Context: an optimization exercise on an open-source flow, tuned for small area and a short achievable clock period. The choices shown serve that exercise and are no tape-out recipe.
Function was checked by simulation only, so behaviour that the tests miss may differ from the original.

==> inputs of build 86 <==
Design ALUTop, start of the top module:
module ALUTop(Clk, ALUControl, A, B, Hi_in, Lo_in, ALUResult, Zero, Hi_out, Lo_out);
Settings: LEC_CHECK=0, ABC_AREA=1, CAP_MARGIN=20, CORE_MARGIN=2, CORE_UTILIZATION=40, SLEW_MARGIN=20, SYNTH_HIERARCHICAL=1, SYNTH_MINIMUM_KEEP_SIZE=0; clock period 14.0 ns.
standard.sh (not shown) runs the stock make flow with config.mk's settings and CLKGATE_MAP_FILE= SYNTH_SCRIPT=/design/flow/synth_recipe.tcl, a recipe that flattens the netlist after the stock synthesis.
==> flow/flow/run.sh <==
#!/bin/bash
set -euo pipefail
export SETUP_SLACK_MARGIN=8
bash standard.sh > standard.log 2>&1
==> inputs of build 28, as changes to build 86 <==
--- a/flow/design.v
+++ b/flow/design.v
@@ -1,17 +1,15 @@
 `timescale 1ns / 1ps
-module ALU32Bit(ALUControl, op_ar, op_neg, op_hl, op_msub, bone, btwo, bneg, bhi, A, B, ALUResult, Zero, Hi_in, Lo_in, Hi_out, Lo_out);
+module ALU32Bit(ALUControl, op_ar, op_neg, op_hl, op_msub, A, B, ALUResult, Zero, Hi_in, Lo_in, Hi_out, Lo_out);
     input [5:0] ALUControl;
     input op_ar;                        
     input op_neg;                       
     input op_hl;                        
     input op_msub;                      
-    input [15:0] bone, btwo, bneg;
-    input bhi;                          
     input [31:0] A;
     input [31:0] B;
     input [31:0] Hi_in;
     input [31:0] Lo_in;
     output [31:0] ALUResult;
     output Zero;
     output [31:0] Hi_out;
     output [31:0] Lo_out;
@@ -21,27 +19,40 @@
     wire op_mthi = (ALUControl == 6'h21);
     wire op_mtlo = (ALUControl == 6'h22);
     wire op_add  = (ALUControl[5:2] == 4'b0000) | (ALUControl == 6'h25);
     wire op_sub  = (ALUControl == 6'h04);
     wire op_slt  = (ALUControl == 6'h16) | (ALUControl == 6'h17) |
                    (ALUControl == 6'h1F) | (ALUControl == 6'h20);
     wire op_hilo = op_mult | op_madd | op_msub;
     wire op_low  = op_mul | op_add | op_sub;  
+    wire [33:0] bx = {1'b0, B, 1'b0};      
     wire [33:0] ax = {1'b0, A, 1'b0};      
+    wire [15:0] neg, one, two;
     wire [32:0] pp0, pp1, pp2, pp3, pp4, pp5, pp6, pp7;
     wire [32:0] pp8, pp9, pp10, pp11, pp12, pp13, pp14, pp15;
-    wire [31:0] pp16 = A & {32{bhi}};
-    wire [15:0] neg = bneg;
+    wire [31:0] pp16 = A & {32{B[31] & ~op_ar}};
     wire [32:0] ppr [0:15];
     genvar j, i;
     generate
-        for (j = 0; j < 16; j = j + 1) begin : bsel
-            for (i = 0; i < 33; i = i + 1) begin : bb
-                assign ppr[j][i] = ((bone[j] & ax[i+1]) | (btwo[j] & ax[i])) ^ bneg[j];
+        for (j = 0; j < 16; j = j + 1) begin : benc
+            wire b0 = bx[2*j];
+            wire b1 = bx[2*j+1];
+            wire b2 = bx[2*j+2];
+            if (j == 0) begin : r0
+                assign neg[j] = b2 & ~op_ar;
+                assign one[j] = (b1 ^ b0) | op_ar;
+                assign two[j] = ((b2 & ~b1 & ~b0) | (~b2 & b1 & b0)) & ~op_ar;
+            end else begin : rj
+                assign neg[j] = b2 & ~op_ar;
+                assign one[j] = (b1 ^ b0) & ~op_ar;
+                assign two[j] = ((b2 & ~b1 & ~b0) | (~b2 & b1 & b0)) & ~op_ar;
+            end
+            for (i = 0; i < 33; i = i + 1) begin : bsel
+                assign ppr[j][i] = ((one[j] & ax[i+1]) | (two[j] & ax[i])) ^ neg[j];
             end
         end
     endgenerate
     assign pp0 = ppr[0];   assign pp1 = ppr[1];   assign pp2 = ppr[2];   assign pp3 = ppr[3];
     assign pp4 = ppr[4];   assign pp5 = ppr[5];   assign pp6 = ppr[6];   assign pp7 = ppr[7];
     assign pp8 = ppr[8];   assign pp9 = ppr[9];   assign pp10 = ppr[10]; assign pp11 = ppr[11];
     assign pp12 = ppr[12]; assign pp13 = ppr[13]; assign pp14 = ppr[14]; assign pp15 = ppr[15];
     wire [63:0] cadd;
@@ -1229,34 +1240,50 @@
     wire fs588, fc588;
     FA ufs588 (.a(fs462), .b(fc523), .c(fs524), .s(fs588), .co(fc588));
     wire fs589, fc589;
     FA ufs589 (.a(fc462), .b(fc524), .c(fs525), .s(fs589), .co(fc589));
     wire fs590, fc590;
     FA ufs590 (.a(hc463), .b(fs526), .c(fc525), .s(fs590), .co(fc590));
     assign px = {fs590, fc588, fs588, fs587, fc585, fc584, fc583, fc582, fc581, fc580, fc579, fc578, fc577, fc576, fc575, fc574, fc573, fc572, fc571, fc570, fc569, fc568, fc567, fc566, fc565, fc564, fc563, fc562, fc561, fc560, fc559, fc558, fc557, fc556, fc555, fc554, fc553, fc552, fc551, fc550, fc549, fc548, fc547, fc546, fc545, fc544, fc543, fc542, fc541, fc540, fc539, fc538, fc537, fc536, fc535, fc534, fc533, fc532, fc531, fc530, fc529, fc528, hc527, hs464};
     assign py = {fc589, fs589, fc587, fc586, fs586, fs585, fs584, fs583, fs582, fs581, fs580, fs579, fs578, fs577, fs576, fs575, fs574, fs573, fs572, fs571, fs570, fs569, fs568, fs567, fs566, fs565, fs564, fs563, fs562, fs561, fs560, fs559, fs558, fs557, fs556, fs555, fs554, fs553, fs552, fs551, fs550, fs549, fs548, fs547, fs546, fs545, fs544, fs543, fs542, fs541, fs540, fs539, fs538, fs537, fs536, fs535, fs534, fs533, fs532, fs531, fs530, fs529, fs528, hs527};
-    wire ltu;
-    reg [31:0] r;                       
-    ALUOut fin(.px(px), .py(py), .op_msub(op_msub), .op_hilo(op_hilo), .op_low(op_low),
-               .op_slt(op_slt), .hi_o(op_mthi ? A : Hi_in), .lo_o(op_mtlo ? A : Lo_in), .r(r),
-               .ALUResult(ALUResult), .Zero(Zero), .Hi_out(Hi_out), .Lo_out(Lo_out), .ltu(ltu));
+    wire [63:0] hp = px ^ py;
+    wire [63:0] gk [0:6];
+    wire [63:0] pk [0:6];
+    assign gk[0] = px & py;
+    assign pk[0] = hp;
+    genvar k;
+    generate
+        for (k = 0; k < 6; k = k + 1) begin : ks
+            assign gk[k+1] = gk[k] | (pk[k] & {gk[k][63-(1<<k):0], {(1<<k){1'b0}}});
+            assign pk[k+1] = pk[k] & {pk[k][63-(1<<k):0], {(1<<k){1'b1}}};
+        end
+    endgenerate
+    wire [63:0] cy = {gk[6][62:0], 1'b0};
+    wire [63:0] prod = hp ^ cy;
+    wire [63:0] mres = (hp ^ {64{op_msub}}) ^ cy;
+    wire [31:0] zc = {px[30:0] | py[30:0], 1'b0};
+    wire zsum = &(~(px[31:0] ^ py[31:0] ^ zc));
+    assign Hi_out = op_hilo ? mres[63:32] : (op_mthi ? A : Hi_in);
+    assign Lo_out = op_hilo ? mres[31:0]  : (op_mtlo ? A : Lo_in);
     wire op_sll = (ALUControl == 6'h12) | (ALUControl == 6'h14);
     wire op_sra = (ALUControl == 6'h1C);
     wire op_rot = (ALUControl == 6'h1A) | (ALUControl == 6'h1B);
     wire [31:0] shd = op_sra ? A : B;
     wire [31:0] sha = op_sra ? B : A;
     wire [31:0] fx = op_rot ? B : (op_sll ? {1'b0, B[31:1]} : 32'b0);
     wire [31:0] fy = op_sll ? {B[0], 31'b0} : shd;
     wire [4:0] fk = sha[4:0] ^ {5{op_sll}};
     wire [63:0] fun = {fx, fy} >> fk;
     wire sh_small = ~|sha[31:5];
     wire [31:0] shres = sh_small ? fun[31:0] : ((op_rot & (A == 32'd32)) ? B : 32'b0);
     wire eq = (A == B);
     wire a_nz = |A;
+    wire ltu = prod[32];
+    reg [31:0] r;
     always @(*) begin
         case (ALUControl)
             6'h0A, 6'h0B : r = A & B;
             6'h0C : r = A | B;
             6'h0D : r = ~(A | B);
             6'h0E, 6'h10 : r = A ^ B;
             6'h0F : r = A | {16'h0000, B[15:0]};
             6'h11 : r = {{16{B[15]}}, B[15:0]};
@@ -1271,52 +1298,16 @@
             6'h28 : r = {31'b0, ~eq};
             6'h29 : r = {31'b0, eq};
             6'h2A : r = {31'b0, A[31] | ~a_nz};
             6'h2B : r = {31'b0, ~A[31] & a_nz};
             6'h2C : r = {31'b0, ~A[31]};
             default : r = 32'b0;
         endcase
     end
-endmodule
-module ALUOut(px, py, op_msub, op_hilo, op_low, op_slt, hi_o, lo_o, r, ALUResult, Zero, Hi_out, Lo_out, ltu);
-    input [63:0] px, py;
-    input op_msub, op_hilo, op_low, op_slt;
-    input [31:0] hi_o, lo_o, r;
-    output [31:0] ALUResult;
-    output Zero;
-    output [31:0] Hi_out, Lo_out;
-    output ltu;
-    wire [63:0] hp = px ^ py;
-    wire [63:0] gk [0:6];
-    wire [63:0] pk [0:6];
-    assign gk[0] = px & py;
-    assign pk[0] = hp;
-    genvar k, i;
-    generate
-        for (k = 0; k < 6; k = k + 1) begin : sk
-            for (i = 0; i < 64; i = i + 1) begin : b
-                if ((i >> k) & 1) begin : c
-                    assign gk[k+1][i] = gk[k][i] | (pk[k][i] & gk[k][((i >> k) << k) - 1]);
-                    assign pk[k+1][i] = pk[k][i] & pk[k][((i >> k) << k) - 1];
-                end else begin : p
-                    assign gk[k+1][i] = gk[k][i];
-                    assign pk[k+1][i] = pk[k][i];
-                end
-            end
-        end
-    endgenerate
-    wire [63:0] cy = {gk[6][62:0], 1'b0};
-    wire [63:0] prod = hp ^ cy;
-    wire [63:0] mres = (hp ^ {64{op_msub}}) ^ cy;
-    wire [31:0] zc = {px[30:0] | py[30:0], 1'b0};
-    wire zsum = &(~(px[31:0] ^ py[31:0] ^ zc));
-    assign Hi_out = op_hilo ? mres[63:32] : hi_o;
-    assign Lo_out = op_hilo ? mres[31:0]  : lo_o;
-    assign ltu = prod[32];
     assign ALUResult = op_low ? prod[31:0] : (op_slt ? {31'b0, ltu} : r);
     assign Zero = op_low ? zsum : (op_slt ? ~ltu : ~|r);
 endmodule
 module FA(input a, input b, input c, output s, output co);
     assign s = a ^ b ^ c;
     assign co = (a & b) | (a & c) | (b & c);
 endmodule
 module HA(input a, input b, output s, output co);
@@ -1331,54 +1322,29 @@
     output reg [31:0] ALUResult;
     output reg Zero;
     output reg [31:0] Hi_out, Lo_out;
     reg [5:0] ctl_q;
     reg ar_q;       
     reg neg_q;      
     reg hl_q;       
     reg msub_q;     
-    reg [15:0] bone_q, btwo_q, bneg_q;
-    reg bhi_q;
-    wire ar_d = (ALUControl[5:2] == 4'b0000) | (ALUControl == 6'h25) | (ALUControl == 6'h04) |
-                (ALUControl == 6'h16) | (ALUControl == 6'h17) | (ALUControl == 6'h1F) | (ALUControl == 6'h20);
-    wire [33:0] bx = {1'b0, B, 1'b0};     
-    wire [15:0] bone_d, btwo_d, bneg_d;
-    genvar j;
-    generate
-        for (j = 0; j < 16; j = j + 1) begin : benc
-            wire b0 = bx[2*j];
-            wire b1 = bx[2*j+1];
-            wire b2 = bx[2*j+2];
-            if (j == 0) begin : r0
-                assign bone_d[j] = (b1 ^ b0) | ar_d;
-            end else begin : rj
-                assign bone_d[j] = (b1 ^ b0) & ~ar_d;
-            end
-            assign btwo_d[j] = ((b2 & ~b1 & ~b0) | (~b2 & b1 & b0)) & ~ar_d;
-            assign bneg_d[j] = b2 & ~ar_d;
-        end
-    endgenerate
     reg [31:0] a_q, b_q, hi_q, lo_q;
     wire [31:0] res_d, hi_d, lo_d;
     wire zero_d;
-    ALU32Bit alu(.ALUControl(ctl_q), .op_ar(ar_q), .op_neg(neg_q), .op_hl(hl_q), .op_msub(msub_q),
-                 .bone(bone_q), .btwo(btwo_q), .bneg(bneg_q), .bhi(bhi_q), .A(a_q), .B(b_q), .ALUResult(res_d), .Zero(zero_d),
+    ALU32Bit alu(.ALUControl(ctl_q), .op_ar(ar_q), .op_neg(neg_q), .op_hl(hl_q), .op_msub(msub_q), .A(a_q), .B(b_q), .ALUResult(res_d), .Zero(zero_d),
                  .Hi_in(hi_q), .Lo_in(lo_q), .Hi_out(hi_d), .Lo_out(lo_d));
     always @(posedge Clk) begin
         ctl_q <= ALUControl;
-        ar_q <= ar_d;
+        ar_q <= (ALUControl[5:2] == 4'b0000) | (ALUControl == 6'h25) | (ALUControl == 6'h04) |
+                (ALUControl == 6'h16) | (ALUControl == 6'h17) | (ALUControl == 6'h1F) | (ALUControl == 6'h20);
         neg_q <= (ALUControl == 6'h04) | (ALUControl == 6'h16) | (ALUControl == 6'h17) |
                  (ALUControl == 6'h1F) | (ALUControl == 6'h20);
         hl_q <= (ALUControl == 6'h08) | (ALUControl == 6'h09);
         msub_q <= (ALUControl == 6'h09);
-        bone_q <= bone_d;
-        btwo_q <= btwo_d;
-        bneg_q <= bneg_d;
-        bhi_q <= B[31] & ~ar_d;
         a_q <= A;
         b_q <= B;
         hi_q <= Hi_in;
         lo_q <= Lo_in;
         ALUResult <= res_d;
         Zero <= zero_d;
         Hi_out <= hi_d;
         Lo_out <= lo_d;
==> flow_metrics.tcl <==
set metrics [dict create \
    status "complete, no violations" \
    placed_cells 6981 \
    n_tap_cell 1414 \
    rrSetupSlack_ns 8.05 \
    vias 45700 \
    cp.arrival_ns 6.47 \
    finish.utilization_pct 47.5 \
]
-- figures above: build 86

==> flow_metrics.tcl <==
set metrics [dict create \
    so_faults "capacitance limit, slew limit" \
    vias 48700 \
    placed_cells 6893 \
    status "failed layout checks" \
    finish.utilization_pct 52.1 \
    cap_violations 1 \
    drv_slew 3 \
    cp.arrival_ns 7.40 \
]
-- figures above: build 28

==> port drivers added, routing unchanged <==
Ports are ideal in the flow. The routed layouts listed here were re-timed in OpenROAD.
Step 1 sets driving cells, clkbuf_16 on the clock port and buf_2 on the other inputs (assumed; they add their load-dependent delay and slew).
Step 2 also shifts input and output timing later by t, the mid clock arrival at the registers, as if the neighbouring blocks saw the same clock.
Slacks: no drivers / after step 1 / after step 2; pairs: no drivers / after step 1.
run | t, ns | setup slack, ns | worst hold slack (ns) | worst setup path at the end | clock arrival spread, ns
build 86 | 0.698 | 8.046 / 8.046 / 8.046 | 0.691 / 0.691 / 0.691 | register to register | 0.057 / 0.058
build 28 | 0.666 | 7.041 / 7.041 / 7.041 | 0.697 / 0.697 / 0.697 | register to register | 0.033 / 0.032
